Source: an optimization exercise on an open RTL-to-GDS flow (aim: small area). Production flows keep margins and buffers that such runs may drop.
Only simulation tests tie the RTL to the original design; equivalence was not proved.
No activity file was given, so power comes from the tool's default toggle rates.

`flow/design.v`:
```
module sdm_dac_1st (
    input  logic        clk,
    input  logic        rst_n,
    input  logic        valid_in,
    input  logic [15:0] din,
    output logic        valid_out,
    output logic        dout
);
    logic [17:0] acc, y, t;
    logic [15:0] u;
    logic [16:0] z;    
    logic        s;
    assign s = acc[17];
    assign u = {~din[15], din[14:0]};
    always_comb begin
        z[0] = ~s;
        for (int i = 0; i < 16; i++) begin
            z[i+1] = z[i] & ~u[i];
            y[i]   = u[i] ^ z[i];
        end
        y[16] = s | z[16];
        y[17] = s | z[16];
    end
    dac_sum add (.acc(acc), .y(y), .t(t));
    always_ff @(posedge clk or negedge rst_n) begin
        if (!rst_n) begin
            acc       <= '0;
            valid_out <= 1'b0;
        end else begin
            valid_out <= valid_in;
            if (valid_in) acc <= t;
        end
    end
    assign dout = s;
endmodule
module dac_sum (
    input  logic [17:0] acc,
    input  logic [17:0] y,
    output logic [17:0] t
);
  logic d_s1;
  logic d_c1;
  logic d_s2;
  logic d_c2;
  logic d_s3;
  logic d_c3;
  logic d_s4;
  logic d_c4;
  logic d_s5;
  logic d_c5;
  logic d_s6;
  logic d_c6;
  logic d_s7;
  logic d_c7;
  logic d_s8;
  logic d_c8;
  logic d_s9;
  logic d_c9;
  logic d_s10;
  logic d_c10;
  logic d_s11;
  logic d_c11;
  logic d_s12;
  logic d_c12;
  logic d_s13;
  logic d_c13;
  logic d_s14;
  logic d_c14;
  logic d_s15;
  logic d_c15;
  logic d_s16;
  logic d_c16;
  logic d_s17;
  logic d_c17;
  logic d_s18;
  logic d_c18;
  assign d_s1 = acc[0] ^ y[0];
  assign d_c1 = acc[0] & y[0];
  assign t[0] = d_s1;
  assign d_s2 = acc[1] ^ y[1] ^ d_c1;
  assign d_c2 = (acc[1] | y[1]) & (acc[1] | d_c1) & (y[1] | d_c1);
  assign t[1] = d_s2;
  assign d_s3 = acc[2] ^ y[2] ^ d_c2;
  assign d_c3 = (acc[2] | y[2]) & (acc[2] | d_c2) & (y[2] | d_c2);
  assign t[2] = d_s3;
  assign d_s4 = acc[3] ^ y[3] ^ d_c3;
  assign d_c4 = (acc[3] | y[3]) & (acc[3] | d_c3) & (y[3] | d_c3);
  assign t[3] = d_s4;
  assign d_s5 = acc[4] ^ y[4] ^ d_c4;
  assign d_c5 = (acc[4] | y[4]) & (acc[4] | d_c4) & (y[4] | d_c4);
  assign t[4] = d_s5;
  assign d_s6 = acc[5] ^ y[5] ^ d_c5;
  assign d_c6 = (acc[5] | y[5]) & (acc[5] | d_c5) & (y[5] | d_c5);
  assign t[5] = d_s6;
  assign d_s7 = acc[6] ^ y[6] ^ d_c6;
  assign d_c7 = (acc[6] | y[6]) & (acc[6] | d_c6) & (y[6] | d_c6);
  assign t[6] = d_s7;
  assign d_s8 = acc[7] ^ y[7] ^ d_c7;
  assign d_c8 = (acc[7] | y[7]) & (acc[7] | d_c7) & (y[7] | d_c7);
  assign t[7] = d_s8;
  assign d_s9 = acc[8] ^ y[8] ^ d_c8;
  assign d_c9 = (acc[8] | y[8]) & (acc[8] | d_c8) & (y[8] | d_c8);
  assign t[8] = d_s9;
  assign d_s10 = acc[9] ^ y[9] ^ d_c9;
  assign d_c10 = (acc[9] | y[9]) & (acc[9] | d_c9) & (y[9] | d_c9);
  assign t[9] = d_s10;
  assign d_s11 = acc[10] ^ y[10] ^ d_c10;
  assign d_c11 = (acc[10] | y[10]) & (acc[10] | d_c10) & (y[10] | d_c10);
  assign t[10] = d_s11;
  assign d_s12 = acc[11] ^ y[11] ^ d_c11;
  assign d_c12 = (acc[11] | y[11]) & (acc[11] | d_c11) & (y[11] | d_c11);
  assign t[11] = d_s12;
  assign d_s13 = acc[12] ^ y[12] ^ d_c12;
  assign d_c13 = (acc[12] | y[12]) & (acc[12] | d_c12) & (y[12] | d_c12);
  assign t[12] = d_s13;
  assign d_s14 = acc[13] ^ y[13] ^ d_c13;
  assign d_c14 = (acc[13] | y[13]) & (acc[13] | d_c13) & (y[13] | d_c13);
  assign t[13] = d_s14;
  assign d_s15 = acc[14] ^ y[14] ^ d_c14;
  assign d_c15 = (acc[14] | y[14]) & (acc[14] | d_c14) & (y[14] | d_c14);
  assign t[14] = d_s15;
  assign d_s16 = acc[15] ^ y[15] ^ d_c15;
  assign d_c16 = (acc[15] | y[15]) & (acc[15] | d_c15) & (y[15] | d_c15);
  assign t[15] = d_s16;
  assign d_s17 = acc[16] ^ y[16] ^ d_c16;
  assign d_c17 = (acc[16] | y[16]) & (acc[16] | d_c16) & (y[16] | d_c16);
  assign t[16] = d_s17;
  assign d_s18 = acc[17] ^ y[17] ^ d_c17;
  assign d_c18 = (acc[17] | y[17]) & (acc[17] | d_c17) & (y[17] | d_c17);
  assign t[17] = d_s18;
endmodule
module comb_decimator (
    input  logic       clk,
    input  logic       rst_n,
    input  logic       valid_in,
    input  logic       din,
    output logic       take,       
    output logic [4:0] blk         
);
    logic [3:0] cnt, cnt_n;
    logic [4:0] blk_n;
    assign take = valid_in & (cnt == 4'd15);
    inc4 ic (.x(cnt), .ci(1'b1), .y(cnt_n));
    inc5 ib (.x(blk), .ci(din), .y(blk_n));
    always_ff @(posedge clk or negedge rst_n) begin
        if (!rst_n) begin
            cnt <= 4'd0;
            blk <= 5'b11000;   
        end else if (valid_in) begin
            cnt <= cnt_n;
            if (take) blk <= {4'b1100, din};
            else      blk <= blk_n;
        end
    end
endmodule
module inc5 (
    input  logic [4:0] x,
    input  logic ci,
    output logic [4:0] y
);
  logic inc5_s1;
  logic inc5_c1;
  logic inc5_s2;
  logic inc5_c2;
  logic inc5_s3;
  logic inc5_c3;
  logic inc5_s4;
  logic inc5_c4;
  assign inc5_s1 = x[0] ^ ci;
  assign inc5_c1 = x[0] & ci;
  assign y[0] = inc5_s1;
  assign inc5_s2 = x[1] ^ inc5_c1;
  assign inc5_c2 = x[1] & inc5_c1;
  assign y[1] = inc5_s2;
  assign inc5_s3 = x[2] ^ inc5_c2;
  assign inc5_c3 = x[2] & inc5_c2;
  assign y[2] = inc5_s3;
  assign inc5_s4 = x[3] ^ inc5_c3;
  assign inc5_c4 = x[3] & inc5_c3;
  assign y[3] = inc5_s4;
  assign y[4] = (x[4] ^ inc5_c4);
endmodule
module fir_decimator (
    input  logic               clk,
    input  logic               rst_n,
    input  logic               take,
    input  logic [4:0]         blk,
    output logic               valid_out,
    output logic signed [15:0] data_out
);
    logic [4:0]  hold;       
    logic [3:0]  wp;         
    logic        wrapped;    
    logic        v1, v2;     
    logic [3:0]  ph;         
    logic        px, py;     
    logic [1:0]  st;         
    logic        s0;         
    logic        clr;        
    logic [79:0] ring;       
    logic [31:0] acc;
    localparam logic [1:0] IDLE = 2'd0, WAIT = 2'd1, SW1 = 2'd2, SW2 = 2'd3;
    logic [3:0]  n, ph_n, wp_n, kc, k, s;
    logic        late, run, elig, x_a, y_a, x_b, y_b, use_ring, en, isy, load, f;
    logic [4:0]  o;
    inc4 iph (.x(ph), .ci(1'b1), .y(ph_n));
    inc4 iwp (.x(wp), .ci(1'b1), .y(wp_n));
    assign n    = {wp[3:2], 2'b11};
    assign late = v1 | v2;
    assign run  = st[1];
    sub4 skc (.x(n), .y(ph), .d(kc));
    assign elig = run & (kc != 4'd1) & (kc != 4'd2) & (kc != 4'd3) & (kc != 4'd13);
    assign x_a  = v1 & (wp[1:0] == 2'd3);
    assign y_a  = v2 & (wp[1:0] == 2'd3);
    assign x_b  = px & (ph == wp);
    assign y_b  = py & (ph_n == wp);
    assign use_ring = elig;
    assign isy  = use_ring ? st[0] : (y_a | y_b);
    assign en   = elig | x_a | y_a | x_b | y_b;
    assign s    = use_ring ? ph : wp;
    sub4 sk (.x(n), .y(s), .d(k));
    assign o    = use_ring ? ring[4:0] : hold;
    assign f    = (s == 4'd1) & ~wrapped;
    assign load = clr | (v2 & (wp[1:0] == 2'd0));
    always_ff @(posedge clk or negedge rst_n) begin
        if (!rst_n) begin
            hold    <= '0;
            wp      <= '0;
            wrapped <= 1'b0;
            v1      <= 1'b0;
            v2      <= 1'b0;
            ph      <= '0;
            px      <= 1'b0;
            py      <= 1'b0;
            st      <= IDLE;
            s0      <= 1'b0;
            clr     <= 1'b1;
        end else begin
            ph <= ph_n;
            v1 <= take;
            v2 <= v1;
            if (take) begin
                hold    <= blk;
                wp      <= wp_n;
                if (wp == 4'd15) wrapped <= 1'b1;
            end
            if (ph == 4'd15) clr <= 1'b0;
            if (take)     px <= (wp[1:0] == 2'd0) | (wp[1:0] == 2'd1);
            else if (x_b) px <= 1'b0;
            if (take)     py <= (wp[1:0] == 2'd0) | (wp[1:0] == 2'd1);
            else if (y_b) py <= 1'b0;
            if (v2 & (wp[1:0] == 2'd0)) st <= WAIT;
            else if (ph[2:0] == 3'd7 && (st == WAIT || ph[3] != s0)) begin
                s0 <= ph_n[3];
                st <= (st == WAIT) ? SW1 : (st == SW1) ? SW2 : IDLE;
            end
        end
    end
    always_ff @(posedge clk) begin
        ring[74:0]  <= ring[79:5];
        ring[79:75] <= clr ? 5'd0 : (ph == wp) ? hold : ring[4:0];
    end
    logic signed [15:0] c;
    always_comb begin
        if (!en) c = 16'sd0;
        else case (k)
            4'd0:  c = -16'sd119;
            4'd1:  c = 16'sd197;
            4'd2:  c = 16'sd692;
            4'd3:  c = 16'sd0;
            4'd4:  c = -16'sd2613;
            4'd5:  c = -16'sd2855;
            4'd6:  c = 16'sd5177;
            4'd7:  c = 16'sd18681;
            4'd8:  c = 16'sd25580;
            4'd9:  c = 16'sd18681;
            4'd10: c = 16'sd5177;
            4'd11: c = -16'sd2855;
            4'd12: c = -16'sd2613;
            4'd13: c = 16'sd0;
            4'd14: c = 16'sd692;
            default: c = 16'sd197;
        endcase
    end
    logic [2:0] d1;
    logic       neg, two, one, neg3, one3, enx;
    assign d1  = o[4:2] + {2'b00, o[1]};
    assign neg = en & (isy ? o[1] : d1[2]);
    assign two = isy ? (o[1] & ~o[0]) : ((d1 == 3'd2) | (d1 == 3'b110));
    assign one = isy ? o[0] : d1[0];
    assign enx = en & ~isy;
    always_comb begin
        if (f) begin
            one3 = ~o[4];
            neg3 = enx & ~o[4];
        end else begin
            one3 = (~o[4] & (o != 5'd0)) | (o == 5'b11000);
            neg3 = enx & ~o[4] & (o != 5'd0);
        end
    end
    logic [16:0] m, t, ap;
    logic [15:0] m3, t3, a3;
    logic [18:0] pp;         
    assign m  = two ? {c, 1'b0} : one ? {c[15], c} : 17'd0;
    assign t  = m ^ {17{neg}};
    assign ap = {en & ~t[16], t[15:0]};
    assign pp = isy ? {2'b00, ap} : {ap, 2'b00};
    assign m3 = (one3 & ~isy) ? c : 16'd0;
    assign t3 = m3 ^ {16{neg3}};
    assign a3 = {enx & ~t3[15], t3[14:0]};
    logic [31:0] sum, kload;
    fir_sum add (.acc(acc), .a3(a3), .pp(pp), .neg12(neg & isy), .neg14(neg & ~isy),
                 .neg3(neg3), .sum(sum));
    localparam logic [31:0] KSTEP  = 32'h40000000 + 32'h10000000 + 32'h00008000;
    localparam logic [31:0] KBASE  = 32'd0 - 32'd15 * KSTEP;
    localparam logic [31:0] KFIRST = 32'd0 - 32'd3 * KSTEP + 32'd692 * 2048;
    assign kload = clr ? KFIRST :
                   KBASE + (wrapped ? 32'd0 : (wp[3] ^ wp[2]) ? 32'd5177 * 2048 : 32'd692 * 2048);
    always_ff @(posedge clk) begin
        if (load) acc[15:0] <= kload[15:0];
        else      acc[15:0] <= sum[15:0];
    end
    always_ff @(posedge clk or negedge rst_n) begin
        if (!rst_n)    acc[31:16] <= '0;
        else if (load) acc[31:16] <= kload[31:16];
        else           acc[31:16] <= sum[31:16];
    end
    assign valid_out = late ? (wp[1:0] == 2'd0) : (wp[1:0] == 2'd3);
    assign data_out  = acc[31:16];
endmodule
module fir_sum (
    input  logic [31:0] acc,
    input  logic [15:0] a3,
    input  logic [18:0] pp,
    input  logic neg12,
    input  logic neg14,
    input  logic neg3,
    output logic [31:0] sum
);
  logic e_s1;
  logic e_c1;
  logic e_s2;
  logic e_c2;
  logic e_s3;
  logic e_c3;
  logic e_s4;
  logic e_c4;
  logic e_s5;
  logic e_c5;
  logic e_s6;
  logic e_c6;
  logic e_s7;
  logic e_c7;
  logic e_s8;
  logic e_c8;
  logic e_s9;
  logic e_c9;
  logic e_s10;
  logic e_c10;
  logic e_s11;
  logic e_c11;
  logic e_s12;
  logic e_c12;
  logic e_s13;
  logic e_c13;
  logic e_s14;
  logic e_c14;
  logic e_s15;
  logic e_c15;
  logic e_s16;
  logic e_c16;
  logic e_s17;
  logic e_c17;
  logic e_s18;
  logic e_c18;
  logic e_s19;
  logic e_c19;
  logic e_s20;
  logic e_c20;
  logic e_s21;
  logic e_c21;
  logic e_s22;
  logic e_c22;
  logic e_s23;
  logic e_c23;
  logic e_s24;
  logic e_c24;
  logic e_s25;
  logic e_c25;
  logic e_s26;
  logic e_c26;
  logic e_s27;
  logic e_c27;
  logic e_s28;
  logic e_c28;
  logic e_s29;
  logic e_c29;
  logic e_s30;
  logic e_c30;
  logic e_s31;
  logic e_c31;
  logic e_s32;
  logic e_c32;
  logic e_s33;
  logic e_c33;
  logic e_s34;
  logic e_c34;
  logic e_s35;
  logic e_c35;
  logic e_s36;
  logic e_c36;
  logic e_s37;
  logic e_c37;
  logic e_s38;
  logic e_c38;
  logic e_s39;
  logic e_c39;
  logic e_s40;
  logic e_c40;
  logic e_s41;
  logic e_c41;
  logic e_s42;
  logic e_c42;
  logic e_s43;
  logic e_c43;
  logic e_s44;
  logic e_c44;
  logic e_s45;
  logic e_c45;
  logic e_s46;
  logic e_c46;
  logic e_s47;
  logic e_c47;
  logic e_s48;
  logic e_c48;
  logic e_s49;
  logic e_c49;
  logic e_s50;
  logic e_c50;
  logic e_s51;
  logic e_c51;
  logic e_s52;
  logic e_c52;
  logic e_s53;
  logic e_c53;
  assign e_s1 = acc[0] ^ a3[0] ^ neg3;
  assign e_c1 = (acc[0] | a3[0]) & (acc[0] | neg3) & (a3[0] | neg3);
  assign sum[0] = e_s1;
  assign e_s2 = acc[1] ^ a3[1] ^ e_c1;
  assign e_c2 = (acc[1] | a3[1]) & (acc[1] | e_c1) & (a3[1] | e_c1);
  assign sum[1] = e_s2;
  assign e_s3 = acc[2] ^ a3[2] ^ e_c2;
  assign e_c3 = (acc[2] | a3[2]) & (acc[2] | e_c2) & (a3[2] | e_c2);
  assign sum[2] = e_s3;
  assign e_s4 = acc[3] ^ a3[3] ^ e_c3;
  assign e_c4 = (acc[3] | a3[3]) & (acc[3] | e_c3) & (a3[3] | e_c3);
  assign sum[3] = e_s4;
  assign e_s5 = acc[4] ^ a3[4] ^ e_c4;
  assign e_c5 = (acc[4] | a3[4]) & (acc[4] | e_c4) & (a3[4] | e_c4);
  assign sum[4] = e_s5;
  assign e_s6 = acc[5] ^ a3[5] ^ e_c5;
  assign e_c6 = (acc[5] | a3[5]) & (acc[5] | e_c5) & (a3[5] | e_c5);
  assign sum[5] = e_s6;
  assign e_s7 = acc[6] ^ a3[6] ^ e_c6;
  assign e_c7 = (acc[6] | a3[6]) & (acc[6] | e_c6) & (a3[6] | e_c6);
  assign sum[6] = e_s7;
  assign e_s8 = acc[7] ^ a3[7] ^ e_c7;
  assign e_c8 = (acc[7] | a3[7]) & (acc[7] | e_c7) & (a3[7] | e_c7);
  assign sum[7] = e_s8;
  assign e_s9 = acc[8] ^ a3[8] ^ e_c8;
  assign e_c9 = (acc[8] | a3[8]) & (acc[8] | e_c8) & (a3[8] | e_c8);
  assign sum[8] = e_s9;
  assign e_s10 = acc[9] ^ a3[9] ^ e_c9;
  assign e_c10 = (acc[9] | a3[9]) & (acc[9] | e_c9) & (a3[9] | e_c9);
  assign sum[9] = e_s10;
  assign e_s11 = acc[10] ^ a3[10] ^ e_c10;
  assign e_c11 = (acc[10] | a3[10]) & (acc[10] | e_c10) & (a3[10] | e_c10);
  assign sum[10] = e_s11;
  assign e_s12 = acc[11] ^ a3[11] ^ e_c11;
  assign e_c12 = (acc[11] | a3[11]) & (acc[11] | e_c11) & (a3[11] | e_c11);
  assign sum[11] = e_s12;
  assign e_s13 = acc[12] ^ a3[12] ^ pp[0];
  assign e_c13 = (acc[12] | a3[12]) & (acc[12] | pp[0]) & (a3[12] | pp[0]);
  assign e_s14 = neg12 ^ e_c12 ^ e_s13;
  assign e_c14 = (neg12 | e_c12) & (neg12 | e_s13) & (e_c12 | e_s13);
  assign sum[12] = e_s14;
  assign e_s15 = acc[13] ^ a3[13] ^ pp[1];
  assign e_c15 = (acc[13] | a3[13]) & (acc[13] | pp[1]) & (a3[13] | pp[1]);
  assign e_s16 = e_c13 ^ e_c14 ^ e_s15;
  assign e_c16 = (e_c13 | e_c14) & (e_c13 | e_s15) & (e_c14 | e_s15);
  assign sum[13] = e_s16;
  assign e_s17 = acc[14] ^ a3[14] ^ pp[2];
  assign e_c17 = (acc[14] | a3[14]) & (acc[14] | pp[2]) & (a3[14] | pp[2]);
  assign e_s18 = neg14 ^ e_c15 ^ e_c16;
  assign e_c18 = (neg14 | e_c15) & (neg14 | e_c16) & (e_c15 | e_c16);
  assign e_s19 = e_s17 ^ e_s18;
  assign e_c19 = e_s17 & e_s18;
  assign sum[14] = e_s19;
  assign e_s20 = acc[15] ^ a3[15] ^ pp[3];
  assign e_c20 = (acc[15] | a3[15]) & (acc[15] | pp[3]) & (a3[15] | pp[3]);
  assign e_s21 = e_c17 ^ e_c18 ^ e_c19;
  assign e_c21 = (e_c17 | e_c18) & (e_c17 | e_c19) & (e_c18 | e_c19);
  assign e_s22 = e_s20 ^ e_s21;
  assign e_c22 = e_s20 & e_s21;
  assign sum[15] = e_s22;
  assign e_s23 = acc[16] ^ pp[4] ^ e_c20;
  assign e_c23 = (acc[16] | pp[4]) & (acc[16] | e_c20) & (pp[4] | e_c20);
  assign e_s24 = e_c21 ^ e_c22 ^ e_s23;
  assign e_c24 = (e_c21 | e_c22) & (e_c21 | e_s23) & (e_c22 | e_s23);
  assign sum[16] = e_s24;
  assign e_s25 = acc[17] ^ pp[5] ^ e_c23;
  assign e_c25 = (acc[17] | pp[5]) & (acc[17] | e_c23) & (pp[5] | e_c23);
  assign e_s26 = e_c24 ^ e_s25;
  assign e_c26 = e_c24 & e_s25;
  assign sum[17] = e_s26;
  assign e_s27 = acc[18] ^ pp[6] ^ e_c25;
  assign e_c27 = (acc[18] | pp[6]) & (acc[18] | e_c25) & (pp[6] | e_c25);
  assign e_s28 = e_c26 ^ e_s27;
  assign e_c28 = e_c26 & e_s27;
  assign sum[18] = e_s28;
  assign e_s29 = acc[19] ^ pp[7] ^ e_c27;
  assign e_c29 = (acc[19] | pp[7]) & (acc[19] | e_c27) & (pp[7] | e_c27);
  assign e_s30 = e_c28 ^ e_s29;
  assign e_c30 = e_c28 & e_s29;
  assign sum[19] = e_s30;
  assign e_s31 = acc[20] ^ pp[8] ^ e_c29;
  assign e_c31 = (acc[20] | pp[8]) & (acc[20] | e_c29) & (pp[8] | e_c29);
  assign e_s32 = e_c30 ^ e_s31;
  assign e_c32 = e_c30 & e_s31;
  assign sum[20] = e_s32;
  assign e_s33 = acc[21] ^ pp[9] ^ e_c31;
  assign e_c33 = (acc[21] | pp[9]) & (acc[21] | e_c31) & (pp[9] | e_c31);
  assign e_s34 = e_c32 ^ e_s33;
  assign e_c34 = e_c32 & e_s33;
  assign sum[21] = e_s34;
  assign e_s35 = acc[22] ^ pp[10] ^ e_c33;
  assign e_c35 = (acc[22] | pp[10]) & (acc[22] | e_c33) & (pp[10] | e_c33);
  assign e_s36 = e_c34 ^ e_s35;
  assign e_c36 = e_c34 & e_s35;
  assign sum[22] = e_s36;
  assign e_s37 = acc[23] ^ pp[11] ^ e_c35;
  assign e_c37 = (acc[23] | pp[11]) & (acc[23] | e_c35) & (pp[11] | e_c35);
  assign e_s38 = e_c36 ^ e_s37;
  assign e_c38 = e_c36 & e_s37;
  assign sum[23] = e_s38;
  assign e_s39 = acc[24] ^ pp[12] ^ e_c37;
  assign e_c39 = (acc[24] | pp[12]) & (acc[24] | e_c37) & (pp[12] | e_c37);
  assign e_s40 = e_c38 ^ e_s39;
  assign e_c40 = e_c38 & e_s39;
  assign sum[24] = e_s40;
  assign e_s41 = acc[25] ^ pp[13] ^ e_c39;
  assign e_c41 = (acc[25] | pp[13]) & (acc[25] | e_c39) & (pp[13] | e_c39);
  assign e_s42 = e_c40 ^ e_s41;
  assign e_c42 = e_c40 & e_s41;
  assign sum[25] = e_s42;
  assign e_s43 = acc[26] ^ pp[14] ^ e_c41;
  assign e_c43 = (acc[26] | pp[14]) & (acc[26] | e_c41) & (pp[14] | e_c41);
  assign e_s44 = e_c42 ^ e_s43;
  assign e_c44 = e_c42 & e_s43;
  assign sum[26] = e_s44;
  assign e_s45 = acc[27] ^ pp[15] ^ e_c43;
  assign e_c45 = (acc[27] | pp[15]) & (acc[27] | e_c43) & (pp[15] | e_c43);
  assign e_s46 = e_c44 ^ e_s45;
  assign e_c46 = e_c44 & e_s45;
  assign sum[27] = e_s46;
  assign e_s47 = acc[28] ^ pp[16] ^ e_c45;
  assign e_c47 = (acc[28] | pp[16]) & (acc[28] | e_c45) & (pp[16] | e_c45);
  assign e_s48 = e_c46 ^ e_s47;
  assign e_c48 = e_c46 & e_s47;
  assign sum[28] = e_s48;
  assign e_s49 = acc[29] ^ pp[17] ^ e_c47;
  assign e_c49 = (acc[29] | pp[17]) & (acc[29] | e_c47) & (pp[17] | e_c47);
  assign e_s50 = e_c48 ^ e_s49;
  assign e_c50 = e_c48 & e_s49;
  assign sum[29] = e_s50;
  assign e_s51 = acc[30] ^ pp[18] ^ e_c49;
  assign e_c51 = (acc[30] | pp[18]) & (acc[30] | e_c49) & (pp[18] | e_c49);
  assign e_s52 = e_c50 ^ e_s51;
  assign e_c52 = e_c50 & e_s51;
  assign sum[30] = e_s52;
  assign e_s53 = acc[31] ^ e_c51 ^ e_c52;
  assign e_c53 = (acc[31] | e_c51) & (acc[31] | e_c52) & (e_c51 | e_c52);
  assign sum[31] = e_s53;
endmodule
module inc4 (
    input  logic [3:0] x,
    input  logic ci,
    output logic [3:0] y
);
  logic inc4_s1;
  logic inc4_c1;
  logic inc4_s2;
  logic inc4_c2;
  logic inc4_s3;
  logic inc4_c3;
  assign inc4_s1 = x[0] ^ ci;
  assign inc4_c1 = x[0] & ci;
  assign y[0] = inc4_s1;
  assign inc4_s2 = x[1] ^ inc4_c1;
  assign inc4_c2 = x[1] & inc4_c1;
  assign y[1] = inc4_s2;
  assign inc4_s3 = x[2] ^ inc4_c2;
  assign inc4_c3 = x[2] & inc4_c2;
  assign y[2] = inc4_s3;
  assign y[3] = (x[3] ^ inc4_c3);
endmodule
module sub4 (
    input  logic [3:0] x,
    input  logic [3:0] y,
    output logic [3:0] d
);
  logic sb_s1;
  logic sb_c1;
  logic sb_s2;
  logic sb_c2;
  logic sb_s3;
  logic sb_c3;
  logic sb_s4;
  logic sb_c4;
  assign sb_s1 = x[0] ^ ~y[0] ^ 1'b1;
  assign sb_c1 = (x[0] | ~y[0]) & (x[0] | 1'b1) & (~y[0] | 1'b1);
  assign d[0] = sb_s1;
  assign sb_s2 = x[1] ^ ~y[1] ^ sb_c1;
  assign sb_c2 = (x[1] | ~y[1]) & (x[1] | sb_c1) & (~y[1] | sb_c1);
  assign d[1] = sb_s2;
  assign sb_s3 = x[2] ^ ~y[2] ^ sb_c2;
  assign sb_c3 = (x[2] | ~y[2]) & (x[2] | sb_c2) & (~y[2] | sb_c2);
  assign d[2] = sb_s3;
  assign sb_s4 = x[3] ^ ~y[3] ^ sb_c3;
  assign sb_c4 = (x[3] | ~y[3]) & (x[3] | sb_c3) & (~y[3] | sb_c3);
  assign d[3] = sb_s4;
endmodule
module sdm_adc_art (
    input  logic               clk,
    input  logic               rst_n,
    input  logic               valid_in,
    input  logic               din,
    output logic               valid_out,
    output logic signed [15:0] dout
);
    logic       take;
    logic [4:0] blk;
    comb_decimator inst1 (
        .clk(clk), .rst_n(rst_n), .valid_in(valid_in), .din(din),
        .take(take), .blk(blk)
    );
    fir_decimator inst2 (
        .clk(clk), .rst_n(rst_n), .take(take), .blk(blk),
        .valid_out(valid_out), .data_out(dout)
    );
endmodule
module top (
    input  logic              		clk,
    input  logic              		rst_n,
    input  logic              		valid_in_dac,    
    input  logic signed [15 : 0]    audio_in,        
    input  logic              		valid_in_adc,    
    input  logic              		sdm_in,          
    output logic              		valid_out_dac,
    output logic              		sdm_out,
    output logic              		valid_out_adc,
    output logic signed [15 : 0]    audio_out
);
  logic valid_out_dac_int;
  logic sdm_out_int;
  logic valid_out_adc_int;
  logic signed [15 : 0] audio_out_int;
  sdm_dac_1st dac_1st_order (
      .clk       (clk),
      .rst_n     (rst_n),
      .valid_in  (valid_in_dac),
      .din       (audio_in),
      .valid_out (valid_out_dac_int),
      .dout      (sdm_out_int)
  );
  assign valid_out_dac = valid_out_dac_int;
  assign sdm_out       = sdm_out_int;
  assign valid_out_adc = valid_out_adc_int;
  assign audio_out     = audio_out_int;
  sdm_adc_art adc_art (
      .clk       (clk),
      .rst_n     (rst_n),
      .valid_in  (valid_in_adc),
      .din       (sdm_in),
      .valid_out (valid_out_adc_int),
      .dout      (audio_out_int)
  );
endmodule
```
`flow/constraint.sdc`:
```
create_clock -name core_clock -period 20.0 [get_ports {clk}]
set_input_delay 4.0000 -clock core_clock [delete_from_list [all_inputs] [get_ports {clk}]]
set_output_delay 4.0000 -clock core_clock [all_outputs]
set_load 0.01 [all_outputs]
```
`flow/config.mk`:
```
export PLATFORM = sky130hd
export DESIGN_NAME = top
export DESIGN_NICKNAME = top
export VERILOG_FILES = /design/flow/design.v
export SDC_FILE = /design/flow/constraint.sdc
export NUM_CORES = 4
export LEC_CHECK = 0
export CAP_MARGIN = 20
export CORE_MARGIN = 2
export CORE_UTILIZATION = 40
export CTS_BUF_LIST = sky130_fd_sc_hd__clkbuf_8
export SLEW_MARGIN = 20
```
`flow/run.sh`:
```
#!/bin/bash
# synth_recipe.tcl (not shown) runs the flow's synth.tcl, then flattens the netlist and writes it again
# the make line also repeats each setting of config.mk as NAME=value (left out here)
make -C /OpenROAD-flow-scripts/flow DESIGN_CONFIG=/design/flow/config.mk WORK_HOME=/design/flow/orfs CLKGATE_MAP_FILE= SYNTH_SCRIPT=/design/flow/synth_recipe.tcl finish
```
==> impl_metrics.xml, run 1 <==
<?xml version="1.0" encoding="UTF-8"?>
<metrics>
  <group name="setup_path">
    <metric name="cp-start-kind" unit="">register</metric>
    <metric name="crit_type" unit="">reg2reg</metric>
    <metric name="cp_max_fo" unit="">21</metric>
    <metric name="cp_data_arrival_time" unit="ps">13810</metric>
    <metric name="worst-endpoint-required" unit="ps">20340</metric>
    <metric name="crit_slowest_cell" unit="">a21o_1</metric>
    <metric name="critPathMaxStageDelay" unit="ps">610</metric>
    <metric name="critPathMostFrequentCell" unit="">ha_1</metric>
    <metric name="critical_path.endpoint_type" unit="">register</metric>
  </group>
  <group name="cells_and_area">
    <metric name="final_nets" unit="">944</metric>
    <metric name="antenna-diode-count" unit="">0</metric>
    <metric name="nFillCells" unit="">1938</metric>
    <metric name="utilization" unit="">0.4513</metric>
    <metric name="drive_above_1_share" unit="">0.08881</metric>
    <metric name="post_layout_nonfiller_instances" unit="">1097</metric>
    <metric name="area_growth_syn_to_layout" unit="%">10.81</metric>
  </group>
  <group name="sta">
    <metric name="maxClockFrequency" unit="MHz">74.25</metric>
    <metric name="worst-slew-pin-transition" unit="ps">1062</metric>
    <metric name="period_minus_slack" unit="ps">13470</metric>
    <metric name="setup_violations" unit="">0</metric>
    <metric name="timing.slew.headroom" unit="">0.2875</metric>
    <metric name="final.setup.tns" unit="ps">0</metric>
    <metric name="report.final.hold_viol_count" unit="">0</metric>
    <metric name="grt_setup_unrepaired" unit="">false</metric>
    <metric name="period_share" unit="">0.6734</metric>
    <metric name="clock-skew-final" unit="ps">14.32</metric>
    <metric name="slew_violations" unit="">0</metric>
  </group>
  <group name="detailed_routing">
    <metric name="drt-initial-drc-count" unit="">302</metric>
    <metric name="highest-signal-layer" unit="">met4</metric>
    <metric name="wire_per_inst" unit="um">14.99</metric>
    <metric name="route.vias.total" unit="">5343</metric>
    <metric name="detail_route.drc_violations" unit="">0</metric>
    <metric name="route.layer.met1.wl" unit="um">8071</metric>
    <metric name="drt_wl_total" unit="um">16450</metric>
    <metric name="antenna_violating_nets_post_route" unit="">0</metric>
    <metric name="met2_wirelength" unit="um">7394</metric>
    <metric name="met3_length" unit="um">685</metric>
    <metric name="viasPerCell" unit="">4.871</metric>
    <metric name="dr.pass1.iters" unit="">5</metric>
  </group>
  <group name="power">
    <metric name="power_per_cell_area" unit="nW/um2">166.4</metric>
    <metric name="vdd_drop_max" unit="mV">0.05314</metric>
    <metric name="total_design_power" unit="mW">1.579</metric>
    <metric name="p_leak" unit="nW">4.399</metric>
  </group>
  <group name="floorplanning">
    <metric name="chipHeight" unit="um">150.3</metric>
    <metric name="num_rows" unit="">53</metric>
    <metric name="dieArea" unit="um2">22590</metric>
    <metric name="initial_utilization" unit="">0.4073</metric>
    <metric name="ioPinCount" unit="">40</metric>
    <metric name="design.core.area" unit="um2">21020</metric>
    <metric name="dieWidth" unit="um">150.3</metric>
  </group>
  <group name="grt">
    <metric name="grt_pass1_wl" unit="um">27520</metric>
    <metric name="grt_start_max_net_pins" unit="">67</metric>
    <metric name="total_routing_usage_reported_by_global_routing" unit="">0.1581</metric>
    <metric name="overflow" unit="">0</metric>
    <metric name="first_global_vias" unit="">5381</metric>
    <metric name="grt_antenna_before_repair" unit="">0</metric>
  </group>
  <group name="clock_network">
    <metric name="cts_setup_buffers" unit="">0</metric>
    <metric name="tritoncts_num_sinks" unit="">162</metric>
    <metric name="cts.hold.buffers_added" unit="">0</metric>
    <metric name="cts-root-to-sink-buffers" unit="">2</metric>
    <metric name="clk_root_buffer_cell" unit="">clkbuf_8</metric>
    <metric name="total_clock_buffers_created_by_cts" unit="">17</metric>
    <metric name="cts.repair.resized" unit="">0</metric>
    <metric name="clk_latency" unit="ps">460</metric>
    <metric name="clock_transition_at_the_registers_of_the_reported_paths" unit="ps">110</metric>
    <metric name="cts_max_level" unit="">4</metric>
    <metric name="tritoncts" unit="">yes</metric>
  </group>
  <group name="place">
    <metric name="dpl.cell_count" unit="">1065</metric>
    <metric name="place.gp.congestion" unit="">0.9023</metric>
    <metric name="hpwlAfterDp" unit="um">12240</metric>
    <metric name="io_buffers" unit="">39</metric>
  </group>
  <group name="yosys">
    <metric name="synth_async_sr_flop_share" unit="">0.4074</metric>
    <metric name="synth_sequential_area_ratio" unit="">0.4178</metric>
    <metric name="yosysWarnings" unit="">3</metric>
    <metric name="synthesis.instances" unit="">792</metric>
    <metric name="synth-edff-count" unit="">0</metric>
    <metric name="post_synth.cell_area_avg" unit="um2">10.81</metric>
    <metric name="top_cells_by_count_synth" unit="">96 x dfxtp_1, 82 x inv_1, 81 x nand2_1, 63 x dfrtp_1, 63 x ha_1</metric>
    <metric name="synthDominantAreaCellType" unit="">dfxtp_1</metric>
    <metric name="mappedNetlistNets" unit="">927</metric>
    <metric name="synth_seq_cells" unit="">162</metric>
    <metric name="synth_top_area_frac" unit="">0.2245</metric>
    <metric name="synthesized_area" unit="um2">8562</metric>
    <metric name="ys_dominant_reg_cell" unit="">dfxtp_1</metric>
    <metric name="synth.distinct_cells" unit="">70</metric>
    <metric name="synth.top_cells.by_area" unit="">dfxtp_1 22%, dfrtp_1 18%, fa_1 12%</metric>
    <metric name="most_repeated_cell_in_the_gate_level_netlist_after_synthesis" unit="">dfxtp_1</metric>
  </group>
  <group name="status">
    <metric name="outcome" unit="">timing/DRC/antenna clean</metric>
  </group>
  <group name="job">
    <metric name="max_cap_violations" unit="">0</metric>
  </group>
  <group name="worst_hold_path">
    <metric name="holdCritPathClass" unit="">reg2reg</metric>
  </group>
</metrics>
where the power goes:
part | total, mW | switching [mW] | internal [mW]
sequential | 0.488 | 0.0591 | 0.429
combinational | 0.835 | 0.472 | 0.364
clock | 0.256 | 0.146 | 0.109
total | 1.58 | 0.677 | 0.902
worst paths after layout:
kind	start	endpoint	slack, ps	cells past startpoint
max	adc_art.inst2.ph[0]	adc_art.inst2.acc[31]	6530	55
min	adc_art.inst2.ring[8]	adc_art.inst2.ring[3]	320	0
max reg2reg	adc_art.inst2.ph[0]	adc_art.inst2.acc[31]	6530	55
min reg2reg	adc_art.inst2.ring[8]	adc_art.inst2.ring[3]	320	0
max in group asynchronous	rst_n	dac_1st_order.acc[15]	15720	2
min in group asynchronous	rst_n	adc_art.inst2.acc[27]	3700	2
cell type report:
type	instances	area [um2]	share of cell area
multi-input cells	501	4387	0.4624
flip-flops and latches	162	3577	0.3770
repair buffers	44	422.9	0.04457
well taps	275	344.1	0.03627
inverters	83	311.5	0.03284
clock buffers	17	234.0	0.02466
clock inverters	15	211.5	0.02229
per-stage QoR:
step	hold slack, ps	setup slack [ps]	area, um2
floorplan	309.6	7634	8562
finish	324.6	6531	9488
global route	334.7	5646	9488
detailed placement	312.1	6564	9042
CTS	332.9	6499	9488
global placement	310.1	6888	9042
layer usage:
layer,track usage,up-vias
li1,-,2652
met1,0.2178,2556
met2,0.2502,114
met3,0.03364,21
met4,0.04858,0
met5,0,-
cells by family (layout without fill, tap and decap cells):
| kind of cell | after synthesis | count (layout) | share of synthesized area |
|---|---|---|---|
| compound gates | 99 | 99 | 0.08418 |
| xor+xnor | 46 | 46 | 0.05129 |
| fa+ha+maj | 114 | 114 | 0.2113 |
| buf+inv | 129 | 159 | 0.06985 |
| flops | 162 | 162 | 0.4178 |
| mux | 48 | 48 | 0.05816 |
| simple gates | 194 | 194 | 0.1074 |
flip-flops by register name, summed over array words and instances, names as in the netlist:
| register | cells |
|---|---|
| adc_art.inst2.ring | 80 |
| adc_art.inst2.acc | 32 |
| dac_1st_order.acc | 18 |
| adc_art.inst1.blk | 5 |
| adc_art.inst2.hold | 5 |
| adc_art.inst1.cnt | 4 |
| adc_art.inst2.ph | 4 |
| adc_art.inst2.wp | 4 |
| adc_art.inst2.st | 2 |
| adc_art.inst2.clr | 1 |
| adc_art.inst2.px | 1 |
| adc_art.inst2.py | 1 |
| adc_art.inst2.s0 | 1 |
| adc_art.inst2.v1 | 1 |
| adc_art.inst2.v2 | 1 |
| adc_art.inst2.wrapped | 1 |
| dac_1st_order.valid_out | 1 |
cell usage in the layout, fill, tap and decap left out, types with 6 or more instances in the layout:
master,count
a21oi_1,20
a31oi_1,6
and2_1,7
and3_1,6
clkbuf_8,17
clkdlybuf4s50_1,38
clkinv_8,6
dfrtp_1,63
dfxtp_1,96
fa_1,51
ha_1,63
inv_1,82
mux2_2,10
mux2i_1,37
nand2_1,81
nand3_1,12
nor2_1,48
nor3_1,8
o21ai_0,14
or3_1,6
xnor2_1,25
xor2_1,18
worst max-delay path: cells and delay by family (launching register included):
family / cells / cell delay (ps)
compound gates: 4 / 1520
xor+xnor: 2 / 300
fa+ha+maj: 34 / 9120
buf+inv: 7 / 460
flops: 1 / 450
mux: 1 / 180
simple gates: 7 / 1290
==> inputs of run 2 (changes only) <==
==> flow/flow/run.sh (new file) <==
#!/bin/bash
# The standard layout with two changes: the port buffers are the smallest
# buffer cell, and clock tree synthesis adds no dummy loads. Each tool's full
# output stays in ORFS's own logs; make's output goes to standard.log here.
set -euo pipefail
export BUFFER_PORTS_ARGS="-buffer_cell sky130_fd_sc_hd__buf_1"
export CTS_ARGS="-sink_clustering_enable -repair_clock_nets -buf_list sky130_fd_sc_hd__clkbuf_8 -dont_use_dummy_load"
bash standard.sh > standard.log 2>&1
==> flow/standard.sh (new file) <==
#!/bin/bash
# synth_recipe.tcl (not shown) runs the flow's synth.tcl, then flattens the netlist and writes it again
# the make line also repeats each setting of config.mk as NAME=value (left out here)
make -C /OpenROAD-flow-scripts/flow DESIGN_CONFIG=/design/flow/config.mk WORK_HOME=/design/flow/orfs CLKGATE_MAP_FILE= SYNTH_SCRIPT=/design/flow/synth_recipe.tcl "${@:-finish}"
removed: flow/run.sh
==> run 2 against run 1 <==
First-iteration DRC count is 29% lower. Via count down 0.90%. Critical endpoint unchanged. Maximum frequency hardly changed. Flip-flop and latch count is the same. Global-route usage hardly changed. Clock-buffer cell count stayed put. Largest power group unchanged. Core utilization fell by 2.1 points.
==> impl_metrics.xml, run 2 <==
<?xml version="1.0" encoding="UTF-8"?>
<metrics>
  <group name="clock_network">
    <metric name="cts_max_level" unit="">4</metric>
    <metric name="cts.repair.resized" unit="">0</metric>
    <metric name="tritoncts_num_sinks" unit="">162</metric>
    <metric name="clk_root_buffer_cell" unit="">clkbuf_8</metric>
    <metric name="tritoncts" unit="">yes</metric>
    <metric name="total_clock_buffers_created_by_cts" unit="">17</metric>
    <metric name="clk_latency" unit="ps">470</metric>
    <metric name="cts.hold.buffers_added" unit="">0</metric>
    <metric name="cts_setup_buffers" unit="">0</metric>
    <metric name="clock_transition_at_the_registers_of_the_reported_paths" unit="ps">110</metric>
    <metric name="cts-root-to-sink-buffers" unit="">2</metric>
  </group>
  <group name="power">
    <metric name="vdd_drop_max" unit="mV">0.05116</metric>
    <metric name="p_leak" unit="nW">4.202</metric>
    <metric name="power_per_cell_area" unit="nW/um2">162.9</metric>
  </group>
  <group name="floorplanning">
    <metric name="dieArea" unit="um2">22590</metric>
    <metric name="dieWidth" unit="um">150.3</metric>
    <metric name="ioPinCount" unit="">40</metric>
    <metric name="design.core.area" unit="um2">21020</metric>
    <metric name="chipHeight" unit="um">150.3</metric>
    <metric name="num_rows" unit="">53</metric>
    <metric name="initial_utilization" unit="">0.4073</metric>
  </group>
  <group name="sta">
    <metric name="period_minus_slack" unit="ps">13470</metric>
    <metric name="timing.slew.headroom" unit="">0.3203</metric>
    <metric name="setup_violations" unit="">0</metric>
    <metric name="worst-slew-pin-transition" unit="ps">1013</metric>
    <metric name="slew_violations" unit="">0</metric>
    <metric name="report.final.hold_viol_count" unit="">0</metric>
    <metric name="maxClockFrequency" unit="MHz">74.25</metric>
    <metric name="clock-skew-final" unit="ps">42.57</metric>
    <metric name="period_share" unit="">0.6734</metric>
    <metric name="holdWs" unit="ps">289.8</metric>
    <metric name="final.setup.tns" unit="ps">0</metric>
    <metric name="grt_setup_unrepaired" unit="">false</metric>
  </group>
  <group name="cells_and_area">
    <metric name="stdcell_area" unit="um2">9039</metric>
    <metric name="seqCellArea" unit="um2">3577</metric>
    <metric name="drive_above_1_share" unit="">0.07187</metric>
    <metric name="largest_reg_flops" unit="">80</metric>
    <metric name="final_nets" unit="">944</metric>
    <metric name="regMostFlops" unit="">adc_art.inst2.ring</metric>
    <metric name="antenna-diode-count" unit="">0</metric>
    <metric name="area_growth_syn_to_layout" unit="%">5.568</metric>
    <metric name="mostFrequentLayoutCells" unit="">96 x dfxtp_1, 82 x inv_1, 81 x nand2_1</metric>
    <metric name="multi_input_area" unit="um2">4387</metric>
    <metric name="layout_top_registers" unit="">adc_art.inst2.ring x80, adc_art.inst2.acc x32, dac_1st_order.acc x18</metric>
    <metric name="nFillCells" unit="">2040</metric>
    <metric name="mostFrequentLayoutCell" unit="">dfxtp_1</metric>
    <metric name="utilization" unit="">0.4300</metric>
  </group>
  <group name="yosys">
    <metric name="synth_seq_cells" unit="">162</metric>
    <metric name="yosysWarnings" unit="">3</metric>
    <metric name="synth.top_cells.by_area" unit="">dfxtp_1 22%, dfrtp_1 18%, fa_1 12%</metric>
    <metric name="synth-edff-count" unit="">0</metric>
    <metric name="mappedNetlistNets" unit="">927</metric>
    <metric name="synth.distinct_cells" unit="">70</metric>
    <metric name="synthesized_area" unit="um2">8562</metric>
    <metric name="synth_async_sr_flop_share" unit="">0.4074</metric>
    <metric name="most_repeated_cell_in_the_gate_level_netlist_after_synthesis" unit="">dfxtp_1</metric>
    <metric name="synth_sequential_area_ratio" unit="">0.4178</metric>
    <metric name="ys_dominant_reg_cell" unit="">dfxtp_1</metric>
    <metric name="synth_top_area_frac" unit="">0.2245</metric>
    <metric name="synthDominantAreaCellType" unit="">dfxtp_1</metric>
    <metric name="post_synth.cell_area_avg" unit="um2">10.81</metric>
    <metric name="synthesis.instances" unit="">792</metric>
    <metric name="top_cells_by_count_synth" unit="">96 x dfxtp_1, 82 x inv_1, 81 x nand2_1, 63 x dfrtp_1, 63 x ha_1</metric>
  </group>
  <group name="detailed_routing">
    <metric name="dr.pass1.iters" unit="">4</metric>
    <metric name="viasPerCell" unit="">4.894</metric>
    <metric name="antenna_violating_nets_post_route" unit="">0</metric>
    <metric name="detail_route.drc_violations" unit="">0</metric>
    <metric name="drt-initial-drc-count" unit="">213</metric>
    <metric name="route.vias.total" unit="">5295</metric>
    <metric name="wire_per_inst" unit="um">15.09</metric>
    <metric name="drt_wl_total" unit="um">16330</metric>
  </group>
  <group name="grt">
    <metric name="overflow" unit="">0</metric>
    <metric name="first_global_vias" unit="">5395</metric>
    <metric name="grt_antenna_before_repair" unit="">0</metric>
    <metric name="total_routing_usage_reported_by_global_routing" unit="">0.1580</metric>
    <metric name="grt_start_max_net_pins" unit="">67</metric>
    <metric name="grt_pass1_wl" unit="um">27500</metric>
  </group>
  <group name="setup_path">
    <metric name="cp_max_fo" unit="">21</metric>
    <metric name="cp_data_arrival_time" unit="ps">13780</metric>
    <metric name="worst-endpoint-required" unit="ps">20320</metric>
    <metric name="cp-start-kind" unit="">register</metric>
    <metric name="timing.reg2reg.setup_slack" unit="ps">6530</metric>
    <metric name="critical_path.endpoint_type" unit="">register</metric>
    <metric name="critPathMostFrequentCell" unit="">ha_1</metric>
    <metric name="crit_slowest_cell" unit="">a21o_1</metric>
    <metric name="crit_type" unit="">reg2reg</metric>
    <metric name="critPathMaxStageDelay" unit="ps">580</metric>
  </group>
  <group name="place">
    <metric name="io_buffers" unit="">39</metric>
    <metric name="placed_cell_area" unit="um2">8805</metric>
    <metric name="hpwlAfterDp" unit="um">12140</metric>
    <metric name="place.gp.congestion" unit="">0.9257</metric>
  </group>
  <group name="worst_hold_path">
    <metric name="holdCritPathClass" unit="">reg2reg</metric>
  </group>
  <group name="job">
    <metric name="max_cap_violations" unit="">0</metric>
  </group>
  <group name="status">
    <metric name="outcome" unit="">timing/DRC/antenna clean</metric>
  </group>
</metrics>
-- run 2: per-stage QoR --
stage	total power, mW	setup slack [ps]	std cells
6_report	1.472	6532	1082
5_1_grt	1.638	5614	1082
4_1_cts	1.488	6568	1082
3_5_place_dp	1.304	6605	1065
3_3_place_gp	1.290	6839	1065
2_1_floorplan	1.147	7634	792
-- run 2: final timing paths --
check,depth (start not counted),start,to
worst max-delay path,56,adc_art.inst2.wp[2],adc_art.inst2.acc[31]
min in group asynchronous,2,rst_n,adc_art.inst2.acc[22]
max in group asynchronous,2,rst_n,adc_art.inst2.wp[1]
worst min-delay path,0,adc_art.inst2.ring[65],adc_art.inst2.ring[60]
worst max register to register,56,adc_art.inst2.wp[2],adc_art.inst2.acc[31]
worst min register to register,0,adc_art.inst2.ring[65],adc_art.inst2.ring[60]
-- run 2: layout make-up --
cell class	count	area share
repair buffers	44	0.02049
well taps	275	0.03807
multi-input cells	501	0.4853
flip-flops and latches	162	0.3958
clock buffers	17	0.02589
inverters	83	0.03447
-- run 2: cells by family (layout without fill, tap and decap cells) --
| logic type | Yosys count | count (layout) | synth area share |
|---|---|---|---|
| AND/OR/NAND/NOR | 194 | 194 | 0.1074 |
| XOR/XNOR | 46 | 46 | 0.05129 |
| buffers and inverters | 129 | 144 | 0.06985 |
| multiplexers | 48 | 48 | 0.05816 |
| flip-flops | 162 | 162 | 0.4178 |
| adder cells (fa/ha/maj) | 114 | 114 | 0.2113 |
| AO/OA/AOI/OAI | 99 | 99 | 0.08418 |
-- run 2: routing by layer --
metal / GRT usage / vias to the layer above / share of wire
li1: - / 2632 / -
met3: 0.03242 / 17 / 0.035
met4: 0.05472 / 0 / 0.018
met1: 0.2176 / 2561 / 0.50
met5: 0 / - / 0
met2: 0.2477 / 85 / 0.45
-- run 2: worst max-delay path: cells and delay by family (launching register included) --
kind | cells | cell delay (ps)
buf+inv | 7 | 490
simple gates | 8 | 1380
compound gates | 3 | 1120
mux | 1 | 190
flops | 1 | 450
xor+xnor | 3 | 570
fa+ha+maj | 34 | 9150
-- run 2: where the power goes --
group	total, mW	switching [mW]	internal (mW)
combinational	0.805	0.468	0.337
clock	0.178	0.103	0.0750
sequential	0.489	0.0593	0.430
==> inputs of run 3 (changes only) <==
--- a/flow/design.v
+++ b/flow/design.v
@@ -140,13 +140,13 @@
     logic [3:0] cnt, cnt_n;
     logic [4:0] blk_n;
     assign take = valid_in & (cnt == 4'd15);
-    inc4 ic (.x(cnt), .ci(1'b1), .y(cnt_n));
-    inc5 ib (.x(blk), .ci(din), .y(blk_n));
+    inc4 ic (.x(cnt), .ci(valid_in), .y(cnt_n));
+    inc5 ib (.x(blk), .ci(din & valid_in), .y(blk_n));
     always_ff @(posedge clk or negedge rst_n) begin
         if (!rst_n) begin
             cnt <= 4'd0;
             blk <= 5'b11000;   
-        end else if (valid_in) begin
+        end else begin
             cnt <= cnt_n;
             if (take) blk <= {4'b1100, din};
             else      blk <= blk_n;
@@ -200,11 +200,11 @@
     logic [79:0] ring;       
     logic [31:0] acc;
     localparam logic [1:0] IDLE = 2'd0, WAIT = 2'd1, SW1 = 2'd2, SW2 = 2'd3;
-    logic [3:0]  n, ph_n, wp_n, kc, k, s;
+    logic [3:0]  n, ph_n, wp_n, kc, k;
     logic        late, run, elig, x_a, y_a, x_b, y_b, use_ring, en, isy, load, f;
     logic [4:0]  o;
     inc4 iph (.x(ph), .ci(1'b1), .y(ph_n));
-    inc4 iwp (.x(wp), .ci(1'b1), .y(wp_n));
+    inc4 iwp (.x(wp), .ci(take), .y(wp_n));
     assign n    = {wp[3:2], 2'b11};
     assign late = v1 | v2;
     assign run  = st[1];
@@ -217,10 +217,9 @@
     assign use_ring = elig;
     assign isy  = use_ring ? st[0] : (y_a | y_b);
     assign en   = elig | x_a | y_a | x_b | y_b;
-    assign s    = use_ring ? ph : wp;
-    sub4 sk (.x(n), .y(s), .d(k));
+    assign k    = use_ring ? kc : {2'b00, ~wp[1:0]};
     assign o    = use_ring ? ring[4:0] : hold;
-    assign f    = (s == 4'd1) & ~wrapped;
+    assign f    = (use_ring ? (ph == 4'd1) : (wp == 4'd1)) & ~wrapped;
     assign load = clr | (v2 & (wp[1:0] == 2'd0));
     always_ff @(posedge clk or negedge rst_n) begin
         if (!rst_n) begin
@@ -239,9 +238,9 @@
             ph <= ph_n;
             v1 <= take;
             v2 <= v1;
+            wp <= wp_n;
             if (take) begin
                 hold    <= blk;
-                wp      <= wp_n;
                 if (wp == 4'd15) wrapped <= 1'b1;
             end
             if (ph == 4'd15) clr <= 1'b0;
@@ -258,56 +257,52 @@
     end
     always_ff @(posedge clk) begin
         ring[74:0]  <= ring[79:5];
-        ring[79:75] <= clr ? 5'd0 : (ph == wp) ? hold : ring[4:0];
+        ring[79:75] <= (clr | (ph == wp)) ? hold : ring[4:0];
     end
-    logic signed [15:0] c;
+    logic [14:0] c;
+    logic        cneg;
     always_comb begin
-        if (!en) c = 16'sd0;
-        else case (k)
-            4'd0:  c = -16'sd119;
-            4'd1:  c = 16'sd197;
-            4'd2:  c = 16'sd692;
-            4'd3:  c = 16'sd0;
-            4'd4:  c = -16'sd2613;
-            4'd5:  c = -16'sd2855;
-            4'd6:  c = 16'sd5177;
-            4'd7:  c = 16'sd18681;
-            4'd8:  c = 16'sd25580;
-            4'd9:  c = 16'sd18681;
-            4'd10: c = 16'sd5177;
-            4'd11: c = -16'sd2855;
-            4'd12: c = -16'sd2613;
-            4'd13: c = 16'sd0;
-            4'd14: c = 16'sd692;
-            default: c = 16'sd197;
+        case (k)
+            4'd0, 4'd1, 4'd15: c = (k == 4'd0) ? 15'd119 : 15'd197;
+            4'd2, 4'd14:       c = 15'd692;
+            4'd4, 4'd12:       c = 15'd2613;
+            4'd5, 4'd11:       c = 15'd2855;
+            4'd6, 4'd10:       c = 15'd5177;
+            4'd7, 4'd9:        c = 15'd18681;
+            4'd8:              c = 15'd25580;
+            default:           c = 15'd0;
         endcase
+        cneg = (k == 4'd0) | (k == 4'd4) | (k == 4'd5) | (k == 4'd11) | (k == 4'd12);
     end
     logic [2:0] d1;
-    logic       neg, two, one, neg3, one3, enx;
+    logic       neg, two, one, neg3, one3, enx, e_neg;
     assign d1  = o[4:2] + {2'b00, o[1]};
-    assign neg = en & (isy ? o[1] : d1[2]);
-    assign two = isy ? (o[1] & ~o[0]) : ((d1 == 3'd2) | (d1 == 3'b110));
-    assign one = isy ? o[0] : d1[0];
+    assign neg = en & ((isy ? o[1] : d1[2]) ^ cneg);
+    assign two = en & (isy ? (o[1] & ~o[0]) : ((d1 == 3'd2) | (d1 == 3'b110)));
+    assign one = en & (isy ? o[0] : d1[0]);
     assign enx = en & ~isy;
     always_comb begin
         if (f) begin
-            one3 = ~o[4];
-            neg3 = enx & ~o[4];
+            one3  = enx & ~o[4];
+            e_neg = 1'b1;
         end else begin
-            one3 = (~o[4] & (o != 5'd0)) | (o == 5'b11000);
-            neg3 = enx & ~o[4] & (o != 5'd0);
+            one3  = enx & ((~o[4] & (o != 5'd0)) | (o == 5'b11000));
+            e_neg = ~o[4];
         end
     end
-    logic [16:0] m, t, ap;
-    logic [15:0] m3, t3, a3;
+    assign neg3 = one3 & (e_neg ^ cneg);
+    logic [15:0] m, t;
+    logic [16:0] ap;
+    logic [14:0] m3, t3;
+    logic [15:0] a3;
     logic [18:0] pp;         
-    assign m  = two ? {c, 1'b0} : one ? {c[15], c} : 17'd0;
-    assign t  = m ^ {17{neg}};
-    assign ap = {en & ~t[16], t[15:0]};
+    assign m  = two ? {c, 1'b0} : one ? {1'b0, c} : 16'd0;
+    assign t  = m ^ {16{neg}};
+    assign ap = {en & ~neg, t};
     assign pp = isy ? {2'b00, ap} : {ap, 2'b00};
-    assign m3 = (one3 & ~isy) ? c : 16'd0;
-    assign t3 = m3 ^ {16{neg3}};
-    assign a3 = {enx & ~t3[15], t3[14:0]};
+    assign m3 = one3 ? c : 15'd0;
+    assign t3 = m3 ^ {15{neg3}};
+    assign a3 = {enx & ~neg3, t3};
     logic [31:0] sum, kload;
     fir_sum add (.acc(acc), .a3(a3), .pp(pp), .neg12(neg & isy), .neg14(neg & ~isy),
                  .neg3(neg3), .sum(sum));
==> flow/flow/run.sh (replaced) <==
#!/bin/bash
# The standard layout with two changes: the port buffers are the smallest
# buffer cell, and clock tree synthesis adds no dummy loads. Each tool's full
# output stays in ORFS's own logs; make's output goes to standard.log here.
set -euo pipefail
export BUFFER_PORTS_ARGS="-buffer_cell sky130_fd_sc_hd__buf_1"
export CTS_ARGS="-sink_clustering_enable -repair_clock_nets -buf_list sky130_fd_sc_hd__clkbuf_8 -sink_clustering_size 30 -sink_clustering_max_diameter 80 -dont_use_dummy_load"
bash standard.sh > standard.log 2>&1
==> run 3 against run 2 <==
Largest power group unchanged. Critical path type unchanged. Hold slack gained 15 ps. Largest cell class unchanged. Worst setup slack lost 100 ps. Register-to-register slack lost 100 ps. Critical path depth shrank 5. Core utilization grew 0.077 points. Flip-flop and latch count is the same. First-iteration DRC count grew 47%. Non-clock buffer count shrank 2. Area after synthesis shrank 3.9%.
==> impl_metrics.xml, run 3 <==
<?xml version="1.0" encoding="UTF-8"?>
<metrics>
  <group name="setup_path">
    <metric name="critPathMostFrequentCell" unit="">ha_1</metric>
    <metric name="setup.worst_path.end" unit="">adc_art.inst2.acc[31]</metric>
    <metric name="timing.reg2reg.setup_slack" unit="ps">6430</metric>
    <metric name="crit_type" unit="">reg2reg</metric>
    <metric name="crit_slowest_cell" unit="">xnor2_2</metric>
    <metric name="critical_path.endpoint_type" unit="">register</metric>
    <metric name="cp_max_fo" unit="">15</metric>
    <metric name="worst-endpoint-required" unit="ps">20300</metric>
    <metric name="critPathMaxStageDelay" unit="ps">750</metric>
    <metric name="regToRegStartpoint" unit="">adc_art.inst2.ph[1]</metric>
    <metric name="cp_data_arrival_time" unit="ps">13870</metric>
    <metric name="worstReg2RegEnd" unit="">adc_art.inst2.acc[31]</metric>
    <metric name="timing.critical_path.from" unit="">adc_art.inst2.ph[1]</metric>
    <metric name="cp-start-kind" unit="">register</metric>
    <metric name="worst_r2r_path_depth" unit="">51</metric>
  </group>
  <group name="cells_and_area">
    <metric name="final_nets" unit="">901</metric>
    <metric name="nFillCells" unit="">1941</metric>
    <metric name="post_layout_nonfiller_instances" unit="">1043</metric>
    <metric name="mostFrequentLayoutCells" unit="">96 x dfxtp_1, 72 x inv_1, 69 x nand2_1</metric>
    <metric name="area_growth_syn_to_layout" unit="%">5.931</metric>
    <metric name="multi_input_area" unit="um2">4123</metric>
    <metric name="antenna-diode-count" unit="">0</metric>
    <metric name="regMostFlops" unit="">adc_art.inst2.ring</metric>
    <metric name="layout_top_registers" unit="">adc_art.inst2.ring x80, adc_art.inst2.acc x32, dac_1st_order.acc x18</metric>
    <metric name="seqCellArea" unit="um2">3577</metric>
    <metric name="utilization" unit="">0.4307</metric>
    <metric name="largest_reg_flops" unit="">80</metric>
    <metric name="mostFrequentLayoutCell" unit="">dfxtp_1</metric>
    <metric name="stdcell_area" unit="um2">8716</metric>
    <metric name="drive_above_1_share" unit="">0.05692</metric>
  </group>
  <group name="clock_network">
    <metric name="clk_latency" unit="ps">450</metric>
    <metric name="cts.hold.buffers_added" unit="">0</metric>
    <metric name="cts.repair.resized" unit="">0</metric>
    <metric name="cts-root-to-sink-buffers" unit="">2</metric>
    <metric name="total_clock_buffers_created_by_cts" unit="">17</metric>
    <metric name="cts_setup_buffers" unit="">0</metric>
    <metric name="cts_max_level" unit="">4</metric>
    <metric name="clk_root_buffer_cell" unit="">clkbuf_8</metric>
    <metric name="tritoncts_num_sinks" unit="">162</metric>
    <metric name="clock_transition_at_the_registers_of_the_reported_paths" unit="ps">80</metric>
    <metric name="tritoncts" unit="">yes</metric>
  </group>
  <group name="yosys">
    <metric name="yosysWarnings" unit="">3</metric>
    <metric name="synthesis.instances" unit="">759</metric>
    <metric name="synthesized_area" unit="um2">8228</metric>
    <metric name="synth.top_cells.by_area" unit="">dfxtp_1 23%, dfrtp_1 19%, fa_1 12%</metric>
    <metric name="synth_top_area_frac" unit="">0.2336</metric>
    <metric name="synth_seq_cells" unit="">162</metric>
    <metric name="synth.distinct_cells" unit="">67</metric>
    <metric name="most_repeated_cell_in_the_gate_level_netlist_after_synthesis" unit="">dfxtp_1</metric>
    <metric name="synth_async_sr_flop_share" unit="">0.4074</metric>
    <metric name="synthDominantAreaCellType" unit="">dfxtp_1</metric>
    <metric name="top_cells_by_count_synth" unit="">96 x dfxtp_1, 72 x inv_1, 69 x nand2_1, 63 x dfrtp_1, 54 x ha_1</metric>
    <metric name="post_synth.cell_area_avg" unit="um2">10.84</metric>
    <metric name="synth-edff-count" unit="">0</metric>
    <metric name="ys_dominant_reg_cell" unit="">dfxtp_1</metric>
    <metric name="synth_sequential_area_ratio" unit="">0.4348</metric>
    <metric name="mappedNetlistNets" unit="">885</metric>
  </group>
  <group name="grt">
    <metric name="grt_antenna_before_repair" unit="">0</metric>
    <metric name="overflow" unit="">0</metric>
    <metric name="grt_pass1_wl" unit="um">25940</metric>
    <metric name="grt_start_max_net_pins" unit="">67</metric>
    <metric name="total_routing_usage_reported_by_global_routing" unit="">0.1519</metric>
    <metric name="first_global_vias" unit="">5050</metric>
  </group>
  <group name="place">
    <metric name="placed_cell_area" unit="um2">8482</metric>
    <metric name="dp_worst_setup_slack" unit="ps">6466</metric>
    <metric name="place.gp.congestion" unit="">0.9642</metric>
    <metric name="io_buffers" unit="">39</metric>
    <metric name="hpwlAfterDp" unit="um">11340</metric>
    <metric name="dpl.cell_count" unit="">1026</metric>
  </group>
  <group name="sta">
    <metric name="timing.final.ws_setup" unit="ps">6432</metric>
    <metric name="maxClockFrequency" unit="MHz">73.70</metric>
    <metric name="timing.slew.headroom" unit="">0.3695</metric>
    <metric name="grt_setup_unrepaired" unit="">false</metric>
    <metric name="period_share" unit="">0.6784</metric>
    <metric name="clock-skew-final" unit="ps">25.00</metric>
    <metric name="holdWs" unit="ps">304.6</metric>
    <metric name="worst-slew-pin-transition" unit="ps">942.3</metric>
    <metric name="final.setup.tns" unit="ps">0</metric>
    <metric name="setup_violations" unit="">0</metric>
    <metric name="slew_violations" unit="">0</metric>
    <metric name="period_minus_slack" unit="ps">13570</metric>
    <metric name="report.final.hold_viol_count" unit="">0</metric>
  </group>
  <group name="power">
    <metric name="total_design_power" unit="mW">1.221</metric>
    <metric name="power_per_cell_area" unit="nW/um2">140.1</metric>
    <metric name="p_leak" unit="nW">3.991</metric>
    <metric name="vdd_drop_max" unit="mV">0.06105</metric>
  </group>
  <group name="floorplanning">
    <metric name="num_rows" unit="">52</metric>
    <metric name="chipHeight" unit="um">147.4</metric>
    <metric name="dieArea" unit="um2">21730</metric>
    <metric name="dieWidth" unit="um">147.4</metric>
    <metric name="initial_utilization" unit="">0.4066</metric>
    <metric name="ioPinCount" unit="">40</metric>
    <metric name="design.core.area" unit="um2">20230</metric>
  </group>
  <group name="detailed_routing">
    <metric name="antenna_violating_nets_post_route" unit="">0</metric>
    <metric name="wire_per_inst" unit="um">14.69</metric>
    <metric name="drt_wl_total" unit="um">15320</metric>
    <metric name="drt-initial-drc-count" unit="">313</metric>
    <metric name="route.vias.total" unit="">5108</metric>
    <metric name="dr.pass1.iters" unit="">7</metric>
    <metric name="viasPerCell" unit="">4.897</metric>
    <metric name="detail_route.drc_violations" unit="">0</metric>
  </group>
  <group name="status">
    <metric name="outcome" unit="">timing/DRC/antenna clean</metric>
  </group>
  <group name="worst_hold_path">
    <metric name="holdCritPathClass" unit="">reg2reg</metric>
  </group>
  <group name="job">
    <metric name="max_cap_violations" unit="">0</metric>
  </group>
</metrics>
==> run 3: how the worst min path moves through the flow <==
stage	from	end	cells past startpoint
final	adc_art.inst2.ring[8]	adc_art.inst2.ring[3]	0
after floorplan	adc_art.inst2.ring[5]	adc_art.inst2.ring[0]	0
after global routing	adc_art.inst2.ring[8]	adc_art.inst2.ring[3]	0
after detailed placement	adc_art.inst2.ring[8]	adc_art.inst2.ring[3]	0
after global placement	adc_art.inst2.ring[8]	adc_art.inst2.ring[3]	0
after CTS	adc_art.inst2.ring[8]	adc_art.inst2.ring[3]	0
==> run 3: logic make-up after synthesis <==
group	after synthesis	synth area share
mux	35	0.04577
xor+xnor	50	0.05946
flops	162	0.4348
compound gates	101	0.08318
simple gates	188	0.1064
buf+inv	118	0.06417
fa+ha+maj	105	0.2062
==> run 3: layer usage <==
| layer | wire length, um | part of all wire | global-route usage | vias up |
|---|---|---|---|---|
| li1 | - | - | - | 2515 |
| met1 | 7615 | 0.50 | 0.2155 | 2470 |
| met2 | 6913 | 0.45 | 0.2381 | 108 |
| met3 | 615 | 0.040 | 0.03272 | 15 |
| met4 | 174 | 0.011 | 0.03894 | 0 |
| met5 | 0 | 0 | 0 | - |
==> run 3: area by class of cell <==
class                   instances  area share
flip-flops and latches        162      0.4104
inverters                      73     0.03144
repair buffers                 42     0.01952
clock buffers                  17     0.02684
well taps                     270     0.03876
multi-input cells             479      0.4730
==> run 3: power by group <==
part           total [mW]  switching [mW]  internal (mW)
registers           0.470          0.0569          0.414
logic               0.577           0.325          0.251
clock network       0.174          0.0991         0.0750
==> run 3: worst max-delay path: cells and delay by family, from the launching register on <==
family / cells / cell delay (ps)
AO/OA/AOI/OAI: 1 / 340
XOR/XNOR: 4 / 1200
buffers and inverters: 7 / 570
flip-flops: 1 / 630
adder cells (fa/ha/maj): 33 / 8880
AND/OR/NAND/NOR: 6 / 1800

## separate check: timing with driven ports
In the flow no input, the clock included, has a driving cell. The finished layouts below were timed again as built, in two steps. Step 1 assumes that a clkbuf_16 drives the clock port and a buf_2 every other input. Step 2 adds t to the input delays and takes it off the output delays; t is the mean of the earliest and latest rising clock arrival at the registers after step 1. Input paths then give back, and output paths get back, about the clock's delay inside the block. Slacks: ideal ports / drivers / drivers and shift; pairs: ideal ports / drivers.
run	shift t [ns]	setup WS [ns]	worst hold slack (ns)	worst setup path at the end	worst data-port slew with drivers (ns)
run 1	0.493	6.531 / 6.531 / 6.531	0.325 / 0.325 / 0.325	register to register	0.04
run 2	0.490	6.532 / 6.532 / 6.532	0.290 / 0.290 / 0.290	register to register	0.04
run 3	0.474	6.432 / 6.432 / 6.432	0.305 / 0.305 / 0.305	register to register	0.03
After both steps every run listed still meets setup and hold.
